This design comes from an exercise in tuning for small area, a short achievable clock period and few clock cycles on the open sky130 flow, not from production work. Where RTL was checked, it was by simulation tests only, not by an equivalence proof against the original. Power is estimated from default activity; no workload was simulated.

run 3:
## lmfe_top
module lmfe_top (
	clk,
	reset,
	Din,
	in_en,
	busy,
	out_valid,
	Dout,
	sram_a,
	sram_d,
	sram_cen,
	sram_wen,
	sram_q
);
==> module lmfe_med49, before the edit <==
module lmfe_med49 (
	clk,
	INS,
	PIX,
	TR,
	INIT,
	PRE,
	ZF,
	MED
);
input			clk;
input	[7:0]	INS;
input	[7:0]	PIX;	 
input	[2:0]	TR;		 
input			INIT;	 
input			PRE;	 
input			ZF;		 
output	[7:0]	MED;	 
reg		[7:0]	slot [0:55];
reg		[55:0]	flag;
reg		[5:0]	Z;		 
reg		[4:0]	L;		 
reg		[5:0]	C0A, C0B, C1A, C1B;	 
reg				sel;	 
reg				d7;
reg		[5:0]	mb;		 
integer			p;
reg		[6:0]	ins_rot;
always @ * begin
	case (TR)
		3'd0: ins_rot = {INS[5:0], INS[6]};
		3'd1: ins_rot = {INS[4:0], INS[6:5]};
		3'd2: ins_rot = {INS[3:0], INS[6:4]};
		3'd3: ins_rot = {INS[2:0], INS[6:3]};
		3'd4: ins_rot = {INS[1:0], INS[6:2]};
		3'd5: ins_rot = {INS[0], INS[6:1]};
		default: ins_rot = INS[6:0];
	endcase
end
wire			init = INIT;
wire	[5:0]	CA = sel ? C0A : C1A;
wire	[5:0]	CB = sel ? C0B : C1B;
wire	[6:0]	s = {2'd0, L} + {1'd0, CA} + {1'd0, CB};
wire			dec0 = (s >= 7'd25);	 
reg		[2:0]	znew, zold;
always @ * begin
	znew = {2'd0, ~PIX[7]};
	for (p = 0; p < 6; p = p + 1)
		znew = znew + {2'd0, ~slot[p][7]};
	zold = 3'd0;
	for (p = 48; p < 55; p = p + 1)
		zold = zold + {2'd0, ~slot[p][7]};
end
wire	[5:0]	zn = Z + {3'd0, znew} - {3'd0, zold};
wire			d7n = (zn < 6'd25);
reg		[56:0]	x0, x1;
always @ * begin
	for (p = 0; p < 56; p = p + 1) begin
		x0[p] = ~slot[p][5] & ((flag[p] & ~slot[p][6]) | ((p < 48) & init & ~slot[p][7]));
		x1[p] = ~slot[p][5] & ((flag[p] & slot[p][6]) | ((p < 48) & init & slot[p][7]));
	end
	x0[56] = init & ~PIX[7] & ~PIX[6];
	x1[56] = init & PIX[7] & ~PIX[6];
end
wire	[5:0]	n0A, n0B, n1A, n1B;
lmfe_popc57 i_pc0 (.x(x0), .A(n0A), .B(n0B));
lmfe_popc57 i_pc1 (.x(x1), .A(n1A), .B(n1B));
assign MED = {d7, mb, ~dec0};
always @ (posedge clk) begin
	slot[0] <= {INS[7], ins_rot};
	for (p = 0; p < 55; p = p + 1)
		slot[p+1] <= {slot[p][7], slot[p][5:0], slot[p][6]};
	mb <= {mb[4:0], ~dec0};
	C0A <= n0A;
	C0B <= n0B;
	C1A <= n1A;
	C1B <= n1B;
	sel <= init ? ~d7n : dec0;
	if (init) begin
		flag[0] <= (PIX[7] == d7n);
		for (p = 0; p < 48; p = p + 1)
			flag[p+1] <= (slot[p][7] == d7n);
		for (p = 48; p < 55; p = p + 1)
			flag[p+1] <= 1'b0;
		d7 <= d7n;
		L  <= d7n ? zn[4:0] : 5'd0;
	end else begin
		flag[0] <= 1'b0;
		for (p = 0; p < 55; p = p + 1)
			flag[p+1] <= flag[p] & (slot[p][6] ^ dec0) & ~PRE;
		if (!dec0) L <= s[4:0];
	end
	if (ZF)
		Z <= 6'd49;
	else if (init)
		Z <= zn;
end
endmodule
make LEC_CHECK=0 ABC_CLOCK_PERIOD_IN_PS=4000 CAP_MARGIN=20 CORE_MARGIN=2 CORE_UTILIZATION=40 PLACE_DENSITY=0.55 SETUP_SLACK_MARGIN=5 SLEW_MARGIN=20 finish   # period 10.0 ns
run.sh (not shown) runs the stock make flow with config.mk's settings and CLKGATE_MAP_FILE= SYNTH_SCRIPT=/design/flow/synth_recipe.tcl, a recipe that flattens the netlist after the stock synthesis.
Looking at the reports, run 3 completed the entire flow and the layout it produced met the timing, design-rule and antenna checks.
Here is what was changed in the inputs of run 4 compared with run 3.
diff --git a/flow/design.v b/flow/design.v
--- a/flow/design.v
+++ b/flow/design.v
@@ -21,6 +21,5 @@
 reg		[5:0]	Z;		 
 reg		[4:0]	L;		 
-reg		[5:0]	C0A, C0B, C1A, C1B;	 
-reg				sel;	 
+reg		[5:0]	CA, CB;	 
 reg				d7;
 reg		[5:0]	mb;		 
@@ -39,6 +38,4 @@
 end
 wire			init = INIT;
-wire	[5:0]	CA = sel ? C0A : C1A;
-wire	[5:0]	CB = sel ? C0B : C1B;
 wire	[6:0]	s = {2'd0, L} + {1'd0, CA} + {1'd0, CB};
 wire			dec0 = (s >= 7'd25);	 
@@ -63,7 +60,8 @@
 	x1[56] = init & PIX[7] & ~PIX[6];
 end
-wire	[5:0]	n0A, n0B, n1A, n1B;
-lmfe_popc57 i_pc0 (.x(x0), .A(n0A), .B(n0B));
-lmfe_popc57 i_pc1 (.x(x1), .A(n1A), .B(n1B));
+wire	[5:0]	C0A, C0B, C1A, C1B;
+lmfe_popc57 i_pc0 (.x(x0), .A(C0A), .B(C0B));
+lmfe_popc57 i_pc1 (.x(x1), .A(C1A), .B(C1B));
+wire			sel0 = init ? ~d7n : dec0;
 assign MED = {d7, mb, ~dec0};
 always @ (posedge clk) begin
@@ -72,9 +70,6 @@
 		slot[p+1] <= {slot[p][7], slot[p][5:0], slot[p][6]};
 	mb <= {mb[4:0], ~dec0};
-	C0A <= n0A;
-	C0B <= n0B;
-	C1A <= n1A;
-	C1B <= n1B;
-	sel <= init ? ~d7n : dec0;
+	CA <= sel0 ? C0A : C1A;
+	CB <= sel0 ? C0B : C1B;
 	if (init) begin
 		flag[0] <= (PIX[7] == d7n);
The final worst-path cycle share in run 4 was higher than what run 3 gave. Die width: run 4 vs run 3, no meaningful difference. Compare run 3 and run 4 | layout overhead on the synthesized area higher: run 4. Run 4 packs its core more tightly than run 3. Total power went down by a few percent going from run 3 to run 4. Lower design area was reported by run 3, not run 4. The start point of the critical path comes out i_lmfe_med49.slot[49][7] in one run and i_lmfe_filter_ctrl.D[7] in the other, namely in run 3 and run 4 respectively. Per the comparison of run 4 with run 3, final hold slack went down 0.0068 ns, post-detailed-route wirelength per cell now larger, total of cells resized after clock tree synthesis grew by 10, first-pass GRT wire length decreased about 3.6%. Compare run 3 and run 4 | post-route non-filler standard cell count higher: run 3. Compared with run 3, run 4 shows area of combinational cells with multiple inputs that has gone up by a few percent. Compare run 3 and run 4 | part of the total power dissipated in the clock network higher: run 3.
No run of this note included a check of the RTL's function; only the layout flow was run.

## run a
Another version of the RTL of lmfe_top (not shown whole).
Size in the first run: roughly 1800 cells after synthesis, ~590 flip-flops, ~49 I/O pins.
==> module lmfe_med49, before the edit <==
module lmfe_med49 (
	clk,
	INS,
	PIX,
	TR,
	INIT,
	PRE,
	ZF,
	MED
);
input			clk;
input	[7:0]	INS;
input	[7:0]	PIX;	 
input	[2:0]	TR;		 
input			INIT;	 
input			PRE;	 
input			ZF;		 
output	[7:0]	MED;	 
reg		[7:0]	slot [0:55];
reg		[55:0]	flag;
reg		[4:0]	L;		 
reg		[5:0]	C0A, C0B, C1A, C1B;	 
reg				sel;	 
reg				d7;
reg		[5:0]	mb;		 
integer			p;
reg		[6:0]	ins_rot;
always @ * begin
	case (TR)
		3'd0: ins_rot = {INS[5:0], INS[6]};
		3'd1: ins_rot = {INS[4:0], INS[6:5]};
		3'd2: ins_rot = {INS[3:0], INS[6:4]};
		3'd3: ins_rot = {INS[2:0], INS[6:3]};
		3'd4: ins_rot = {INS[1:0], INS[6:2]};
		3'd5: ins_rot = {INS[0], INS[6:1]};
		default: ins_rot = INS[6:0];
	endcase
end
wire			init = INIT;
wire	[5:0]	CA = sel ? C0A : C1A;
wire	[5:0]	CB = sel ? C0B : C1B;
wire	[6:0]	s = {2'd0, L} + {1'd0, CA} + {1'd0, CB};
wire	[6:0]	s0 = {2'd0, L} + {1'd0, C0A} + {1'd0, C0B};
wire	[6:0]	s1 = {2'd0, L} + {1'd0, C1A} + {1'd0, C1B};
wire			dec0 = sel ? (s0 >= 7'd25) : (s1 >= 7'd25);	 
reg		[5:0]	QZ, ZP;
wire	[5:0]	zpn = QZ + {5'd0, ~slot[0][7]} + {5'd0, ~PIX[7]} - {5'd0, ~slot[48][7]} - {5'd0, ~slot[47][7]};
reg				lt25, lt24;		 
wire	[5:0]	zn = ZP + {5'd0, ~slot[0][7]};
wire			d7n = slot[0][7] ? lt25 : lt24;	 
reg				ia, ib;
always @ (posedge clk) begin
	ia <= PRE;
	ib <= (TR == 3'd5);
end
reg		[56:0]	x0, x1;
reg				ix;
always @ * begin
	for (p = 0; p < 56; p = p + 1) begin
		ix = (p < 16) ? init : (p < 32) ? ia : (p < 48) ? ib : 1'b0;
		x0[p] = ~slot[p][5] & ((flag[p] & ~slot[p][6]) | (ix & ~slot[p][7]));
		x1[p] = ~slot[p][5] & ((flag[p] & slot[p][6]) | (ix & slot[p][7]));
	end
	x0[56] = init & ~PIX[7] & ~PIX[6];
	x1[56] = init & PIX[7] & ~PIX[6];
end
wire	[5:0]	n0A, n0B, n1A, n1B;
lmfe_popc57 i_pc0 (.x(x0), .A(n0A), .B(n0B));
lmfe_popc57 i_pc1 (.x(x1), .A(n1A), .B(n1B));
assign MED = {d7, mb, ~dec0};
always @ (posedge clk) begin
	slot[0] <= {INS[7], ins_rot};
	for (p = 0; p < 55; p = p + 1)
		slot[p+1] <= {slot[p][7], slot[p][5:0], slot[p][6]};
	mb <= {mb[4:0], ~dec0};
	C0A <= n0A;
	C0B <= n0B;
	C1A <= n1A;
	C1B <= n1B;
	sel <= init ? ~d7n : dec0;
	if (init) begin
		flag[0] <= (PIX[7] == d7n);
		for (p = 0; p < 48; p = p + 1)
			flag[p+1] <= (slot[p][7] == d7n);
		for (p = 48; p < 55; p = p + 1)
			flag[p+1] <= 1'b0;
		d7 <= d7n;
		L  <= d7n ? zn[4:0] : 5'd0;
	end else begin
		flag[0] <= 1'b0;
		for (p = 0; p < 55; p = p + 1)
			flag[p+1] <= flag[p] & (slot[p][6] ^ dec0) & ~PRE;
		if (!dec0) L <= s[4:0];
	end
	ZP <= zpn;
	lt25 <= (zpn < 6'd25);
	lt24 <= (zpn < 6'd24);
	if (ZF)
		QZ <= 6'd48;
	else
		QZ <= QZ + {5'd0, ~slot[0][7]} - {5'd0, ~slot[48][7]};
end
endmodule
==> flow/config.mk <==
export PLATFORM = sky130hd
export DESIGN_NAME = lmfe_top
export DESIGN_NICKNAME = lmfe_top
export VERILOG_FILES = /design/flow/design.v
export SDC_FILE = /design/flow/constraint.sdc
export NUM_CORES = 4
export LEC_CHECK = 0
export CAP_MARGIN = 20
export CORE_MARGIN = 2
export CORE_UTILIZATION = 40
export CTS_CLUSTER_DIAMETER = 60
export CTS_CLUSTER_SIZE = 24
export PLACE_DENSITY = 0.55
export SLEW_MARGIN = 20
==> flow/constraint.sdc <==
create_clock -name core_clock -period 10.0 [get_ports {clk}]
set_input_delay 2.0000 -clock core_clock [delete_from_list [all_inputs] [get_ports {clk}]]
set_output_delay 2.0000 -clock core_clock [all_outputs]
set_load 0.01 [all_outputs]
standard.sh (not shown) runs the stock make flow with config.mk's settings and CLKGATE_MAP_FILE= SYNTH_SCRIPT=/design/flow/synth_recipe.tcl, a recipe that flattens the netlist after the stock synthesis.
==> flow/flow/run.sh <==
#!/bin/bash
set -euo pipefail
bash standard.sh SETUP_SLACK_MARGIN=6.5 finish > standard.log 2>&1
Input-level comparison between run b and run a:
--- a/flow/design.v
+++ b/flow/design.v
@@ -46,22 +46,15 @@
 reg		[5:0]	QZ, ZP;
 wire	[5:0]	zpn = QZ + {5'd0, ~slot[0][7]} + {5'd0, ~PIX[7]} - {5'd0, ~slot[48][7]} - {5'd0, ~slot[47][7]};
 reg				lt25, lt24;		 
 wire	[5:0]	zn = ZP + {5'd0, ~slot[0][7]};
 wire			d7n = slot[0][7] ? lt25 : lt24;	 
-reg				ia, ib;
-always @ (posedge clk) begin
-	ia <= PRE;
-	ib <= (TR == 3'd5);
-end
 reg		[56:0]	x0, x1;
-reg				ix;
 always @ * begin
 	for (p = 0; p < 56; p = p + 1) begin
-		ix = (p < 16) ? init : (p < 32) ? ia : (p < 48) ? ib : 1'b0;
-		x0[p] = ~slot[p][5] & ((flag[p] & ~slot[p][6]) | (ix & ~slot[p][7]));
-		x1[p] = ~slot[p][5] & ((flag[p] & slot[p][6]) | (ix & slot[p][7]));
+		x0[p] = ~slot[p][5] & ((flag[p] & ~slot[p][6]) | ((p < 48) & init & ~slot[p][7]));
+		x1[p] = ~slot[p][5] & ((flag[p] & slot[p][6]) | ((p < 48) & init & slot[p][7]));
 	end
 	x0[56] = init & ~PIX[7] & ~PIX[6];
 	x1[56] = init & PIX[7] & ~PIX[6];
 end
 wire	[5:0]	n0A, n0B, n1A, n1B;
--- outcome ---
Critical path required time delta (run b -> run a): insignificant. Wire length on met2 of run b exceeds that of run a by more than 10%. Any difference in share of cell area taken by muxes after synthesis between run a and run b is small enough to ignore. Cmp run b and run a / sequential power / higher: run a. Across both runs, power of the combinational group was higher for run b than for run a. The lower number of non-clock inverters in the layout of run b and run a is in run a. Looking at clock period minus final worst setup slack, run b sits 0.052 ns higher than run a does. Taking run a as the reference point, the register-to-register slack of run b falls by 0.05 ns. Higher share of power burned in combinational logic among run b and run a: run b. Diff run a -> run b: total non-filler cell area in the finished layout has increased; global-route usage has increased.
Testbench counts of run b, summed over its fixed seeds: cycles 706,620.
No functional check of the RTL was part of run a.

## afterwards: timing with drivers on the ports
No port has a modelled driver above. Below, the same layouts with a new extraction and two added sets of constraints.
Step 1 assumes that a clkbuf_16 drives the clock port and a buf_2 every other input.
Step 2 adds t to the input delays and takes it off the output delays; t is the mean of the earliest and latest rising clock arrival at the registers after step 1. Input paths then give back, and output paths get back, about the clock's delay inside the block.
Three values: no drivers, after step 1, after step 2; two values: the first two.
run | shift t [ns] | slack for setup (ns) | worst register clock-pin slew, ns | worst slew at a driven data input, ns | pins driven straight from the clock port
run 3 | 0.666 | 5.193 / 5.193 / 5.193 | 0.07 / 0.07 | 0.04 | 1
run 4 | 0.669 | 5.029 / 5.029 / 5.029 | 0.07 / 0.07 | 0.04 | 1
run a | 0.635 | 5.797 / 5.797 / 5.797 | 0.09 / 0.09 | 0.04 | 1
run b | 0.637 | 5.745 / 5.745 / 5.745 | 0.09 / 0.09 | 0.04 | 1
After both steps setup and hold are still met in every run listed.
